Context: an optimization exercise on an open-source flow, tuned for small area. The choices shown serve that exercise and are no tape-out recipe.
At most, simulation tests tie the RTL to the original design; equivalence was not proved.
The clock input has no modelled driver; a real chip could not lean on it and would need a root buffer or a full tree.
No activity file was given, so power comes from the tool's default toggle rates.

## run Z
==> module Simple_Processor, before the edit <==
module Simple_Processor(input logic clk, reset, leftBtn, rightBtn, switchEn, input logic [11:0] switch,
                        output logic [6:0] seg, output logic dp, output logic [3:0] an);
    logic pend;
    always_ff @(posedge clk or posedge reset)
        if (reset) pend <= 1'b1;
        else       pend <= 1'b0;
    logic lp, rp, wp;
    logic l, e, s;           
    debouncer deb_left (clk, reset, pend, leftBtn,  lp);
    debouncer deb_right(clk, reset, pend, rightBtn, rp);
    debouncer #(.QUIET(1)) deb_wr(clk, reset, pend, l | e, wp);
    logic [2:0] pc;
    always_ff @(posedge clk or posedge reset)
        if (reset)   pc <= 3'd0;
        else if (lp) pc <= pc + 3'd1;
    logic [11:0] rom;
    always_comb
        case (pc)
            3'd0: rom = 12'b000_00_001_0011;
            3'd1: rom = 12'b000_00_000_0111;
            3'd2: rom = 12'b101_011_000_001;
            3'd3: rom = 12'b101_111_001_011;
            3'd4: rom = 12'b110_100_000_011;
            3'd5: rom = 12'b001_00_100_0101;
            3'd6: rom = 12'b000_00_000_0101;
            default: rom = 12'b101_111_001_000;
        endcase
    logic [11:0] ir;
    always_ff @(posedge clk)
        ir <= switchEn ? switch : rom;
    logic exec;
    assign exec = switchEn ? rp : lp;
    logic [2:0] op;
    assign op = ir[11:9];
    logic op_ld, op_st, op_mem, op_alu;
    assign op_ld  = (op == 3'b000);
    assign op_st  = (op == 3'b001);
    assign op_mem = op_ld | op_st;
    assign op_alu = (op == 3'b101) | (op == 3'b110);
    logic cnt;
    logic [2:0] a1, a2, wa;
    logic [3:0] daddr;
    always_ff @(posedge clk or posedge reset)
        if (reset) begin
            l <= 1'b0; e <= 1'b0; s <= 1'b0; cnt <= 1'b0; a1 <= 3'd0; a2 <= 3'd0;
        end else if (exec & (op_mem | op_alu)) begin
            l <= op_ld;
            e <= op[2];
            s <= op[2] ^ op[0];
            if (op_mem) begin
                cnt <= ~cnt;
                if (op_st | ~cnt) a1 <= ir[6:4];
                if (cnt)          a2 <= ir[6:4];
            end else begin
                a1 <= ir[2:0];
                a2 <= ir[5:3];
            end
        end
    always_ff @(posedge clk)
        if (exec) begin
            if (op_mem)         daddr <= ir[3:0];
            if (op_ld | op_alu) wa <= op_ld ? ir[6:4] : ir[8:6];
        end
    logic [3:0] rdd1, rdd2, alu;
    always_comb
        if (!e)     alu = 4'd0;
        else if (s) alu = rdd1 - rdd2;
        else        alu = rdd1 + rdd2;
    logic st;
    assign st = s & ~e;
    logic [3:0] w1, w0;            
    assign w1 = rdd1 | {4{pend}};
    assign w0 = rdd1 & ~{4{pend}};
    logic [3:0] dm [16];
    logic [3:0] rdata;
    for (genvar i = 0; i < 16; i++) begin : g_dm
        logic [3:0] wi;
        for (genvar b = 0; b < 4; b++) begin : g_b
            assign wi[b] = ((i >> b) & 1) ? w1[b] : w0[b];
        end
        always_ff @(posedge clk)
            if (pend | (st & (daddr == 4'(i)))) dm[i] <= wi;
    end
    logic [3:0] dmrd;
    always_comb begin
        dmrd = 4'd0;
        for (int i = 0; i < 16; i++)
            dmrd = dmrd | (dm[i] & {4{(daddr == 4'(i)) & ~pend}});
    end
    always_ff @(posedge clk)
        if (l | pend) rdata <= dmrd;
    logic [3:0] wd;
    assign wd = l ? rdata : alu;
    logic [3:0] rf [8];
    always_ff @(posedge clk)
        for (int i = 0; i < 8; i++)
            if (pend | (wp & (wa == 3'(i)))) rf[i] <= wd;    
    logic [3:0] rf0m;
    assign rf0m = rf[0] & ~{4{pend}};
    always_ff @(posedge clk) begin
        rdd1 <= (a1 == 3'd0) ? rf0m : rf[a1];
        rdd2 <= (a2 == 3'd0) ? rf0m : rf[a2];
    end
    logic [15:0] lf;
    logic [1:0] ph;
    logic z;
    assign z = ~|lf[14:0];
    always_ff @(posedge clk or posedge reset)
        if (reset) begin
            lf <= 16'd0; ph <= 2'd0;
        end else begin
            lf <= {lf[14:0], lf[15] ^ lf[13] ^ lf[12] ^ lf[10] ^ z};
            if (lf[15] & z) ph <= ph + 2'd1;
        end
    logic [3:0] dv;
    always_comb
        case (ph)
            2'd0: dv = alu;
            2'd1: dv = 4'd0;
            2'd2: dv = rdd2;
            default: dv = rdd1;
        endcase
    always_comb
        case (dv)
            4'h0: seg = 7'b1000000;
            4'h1: seg = 7'b1111001;
            4'h2: seg = 7'b0100100;
            4'h3: seg = 7'b0110000;
            4'h4: seg = 7'b0011001;
            4'h5: seg = 7'b0010010;
            4'h6: seg = 7'b0000010;
            4'h7: seg = 7'b1111000;
            4'h8: seg = 7'b0000000;
            4'h9: seg = 7'b0010000;
            4'hA: seg = 7'b0001000;
            4'hB: seg = 7'b0000011;
            4'hC: seg = 7'b1000110;
            4'hD: seg = 7'b0100001;
            4'hE: seg = 7'b0000110;
            default: seg = 7'b0001110;
        endcase
    assign an = ~(4'b0001 << ph);
    assign dp = 1'b1;
endmodule
Settings: LEC_CHECK=0, ABC_AREA=1, CAP_MARGIN=0, CORE_MARGIN=2, CORE_UTILIZATION=70, GPL_TIMING_DRIVEN=0, SLEW_MARGIN=0; clock period 10.0 ns.
standard.sh (not shown) runs the stock make flow with config.mk's settings and CLKGATE_MAP_FILE= SYNTH_SCRIPT=/design/flow/synth_recipe.tcl, a recipe that flattens the netlist after the stock synthesis.
==> flow/flow/run.sh <==
#!/bin/bash
# Layout flow: the standard synthesis; then the combinational logic is
# re-mapped with stronger ABC area scripts (registers untouched, the smallest
# of a few recipes is kept); then the rest of the standard flow (floorplan
# .. finish) on that netlist, with buf_1 port buffers and a hand-built clock
# tree (flow/pre_cts.tcl).
set -euo pipefail
HERE=$(pwd)
RES=$HERE/orfs/results/$FLOW_PLATFORM/Simple_Processor/base

bash standard.sh synth > std_synth.log 2>&1

cp $RES/1_2_yosys.v $RES/1_2_yosys_std.v
export REMAP_LIB=$FLOW_HOME/platforms/$FLOW_PLATFORM/lib/sky130_fd_sc_hd__tt_025C_1v80.lib
export REMAP_DONT_USE="$(sed -n '/DONT_USE_CELLS/,/^$/p' $FLOW_HOME/platforms/$FLOW_PLATFORM/config.mk | grep -o 'sky130_fd_sc_hd__[A-Za-z0-9_]*' | tr '\n' ' ')"
# where a stronger size of a cell has the same area, leave out the weaker one
for c in inv_1 clkinv_1 a21bo_1 a21boi_0 a31o_1 and2_0 and4bb_1 mux2_1 o211a_1 o21ai_0 o21ba_1 o221a_1 o311ai_0 or2_0 or2_1 or3b_1 or4b_1; do
  REMAP_DONT_USE="$REMAP_DONT_USE sky130_fd_sc_hd__$c"
done
remap() {  # in out script log -> prints the area
  REMAP_IN=$1 REMAP_OUT=$2 REMAP_STAT=$2.stat REMAP_SCRIPT=$HERE/flow/$3 yosys -c flow/remap.tcl > $4 2>&1
  grep "Chip area" $2.stat | awk '{print $NF}'
}
# recipes: each a chain of ABC scripts applied in turn; the smallest result is kept
RECIPES=("d4" "c1 d4" "c1" "a2" "b1" "a2 d4" "d4 c1" "b1 d4")
BEST=""; BESTA=1e99; n=0
for r in "${RECIPES[@]}"; do
  n=$((n+1)); IN=$RES/1_2_yosys_std.v; k=0
  for s in $r; do
    k=$((k+1)); OUT=$RES/remap_${n}_$k.v
    A=$(remap $IN $OUT abc_$s.script remap_${n}_$k.log)
    IN=$OUT
  done
  echo "recipe $n ($r): $A" >> remap_choice.log
  if awk "BEGIN{exit !($A < $BESTA)}"; then BESTA=$A; BEST=$IN; fi
done
echo "kept $BEST ($BESTA)" >> remap_choice.log
cp $BEST $RES/1_2_yosys.v
touch $RES/1_2_yosys.v

# smallest buffer on the ports; clock tree built by flow/pre_cts.tcl
export BUFFER_PORTS_ARGS="-buffer_cell sky130_fd_sc_hd__buf_1"
export PRE_CTS_TCL=$HERE/flow/pre_cts.tcl
export MY_CTS_LEAVES=13
export MY_CTS_SLACK=0
export MY_CTS_ROOT=sky130_fd_sc_hd__clkbuf_8
export MY_CTS_LEAF=sky130_fd_sc_hd__buf_6
bash standard.sh finish > std_finish.log 2>&1
Other scripts of this flow, unchanged in this note and not shown: flow/flow/abc_a2.script, flow/flow/abc_b1.script, flow/flow/abc_c1.script, flow/flow/abc_d4.script, flow/flow/mktree.tcl, flow/flow/pre_cts.tcl, flow/flow/remap.tcl
### run Z -> run R
diff --git a/flow/design.v b/flow/design.v
--- a/flow/design.v
+++ b/flow/design.v
@@ -101,23 +101,25 @@
             if (pend | (st & (daddr == 4'(i)))) dm[i] <= wi;
     end
-    logic [3:0] dmrd;
-    always_comb begin
-        dmrd = 4'd0;
-        for (int i = 0; i < 16; i++)
-            dmrd = dmrd | (dm[i] & {4{(daddr == 4'(i)) & ~pend}});
-    end
-    always_ff @(posedge clk)
-        if (l | pend) rdata <= dmrd;
+    always_ff @(posedge clk or posedge reset)
+        if (reset)  rdata <= 4'd0;
+        else if (l) rdata <= dm[daddr];
     logic [3:0] wd;
     assign wd = l ? rdata : alu;
+    logic [3:0] rf0;
+    logic [3:0] rfh [1:7];
     logic [3:0] rf [8];
+    always_ff @(posedge clk or posedge reset)
+        if (reset)                   rf0 <= 4'd0;
+        else if (wp & (wa == 3'd0))  rf0 <= wd;
     always_ff @(posedge clk)
-        for (int i = 0; i < 8; i++)
-            if (pend | (wp & (wa == 3'(i)))) rf[i] <= wd;    
-    logic [3:0] rf0m;
-    assign rf0m = rf[0] & ~{4{pend}};
+        for (int i = 1; i < 8; i++)
+            if (pend | (wp & (wa == 3'(i)))) rfh[i] <= wd;    
+    always_comb begin
+        rf[0] = rf0;
+        for (int i = 1; i < 8; i++) rf[i] = rfh[i];
+    end
     always_ff @(posedge clk) begin
-        rdd1 <= (a1 == 3'd0) ? rf0m : rf[a1];
-        rdd2 <= (a2 == 3'd0) ? rf0m : rf[a2];
+        rdd1 <= rf[a1];
+        rdd2 <= rf[a2];
     end
     logic [15:0] lf;
## What came out
Note that the largest voltage drop on the vdd net recorded for run Z amounts to 2.0 times the value seen in run R.
Diff run Z -> run R: number of cells on the critical path has decreased, relative contribution of combinational cells to total power has decreased, total via count after detailed routing has decreased.
Route | run R vs run Z | wire shorter in run R
Relative to run Z, the wire length of the first global-routing pass measured on run R has decreased by a few percent.
As far as layout overhead on the synthesized area is concerned, run R and run Z perform about the same.
On worst setup slack, the higher figure sits with run R, not run Z.
Run R vs. run Z: power fell about 6%, sequential share of layout area down 0.17 points, maximum frequency saw an increase, wire length on met3 -about 27%.
Relative to run Z, global-route met2 utilization has gone up in run R.
Comparing run R and run Z, post-layout instance count excluding filler cells is higher on run Z.
No functional check of the RTL was part of run Z. In every run of this note, the design's own scripts or RTL, not TritonCTS, make the clock network.

separate check: timing with driven ports:
No port has a modelled driver above. Below, the same layouts with a new extraction and two added sets of constraints. Step 1 assumes that a clkbuf_16 drives the clock port and a buf_2 every other input. Step 2 times the ports against the registers' clock, not the clock port: input delays grow and output delays shrink by t, the midpoint of the rising clock arrivals with the driver on. Three values: no drivers, after step 1, after step 2; two values: the first two.
| run | t, ns | slack for setup (ns) | worst setup path after step 2 | clock arrival spread, ns |
|---|---|---|---|---|
| run Z | 0.460 | 4.588 / 4.554 / 5.014 | register to output | 0.026 / 0.027 |
| run R | 0.442 | 4.885 / 4.852 / 5.294 | register to output | 0.027 / 0.027 |
After both steps every run listed still meets setup and hold.
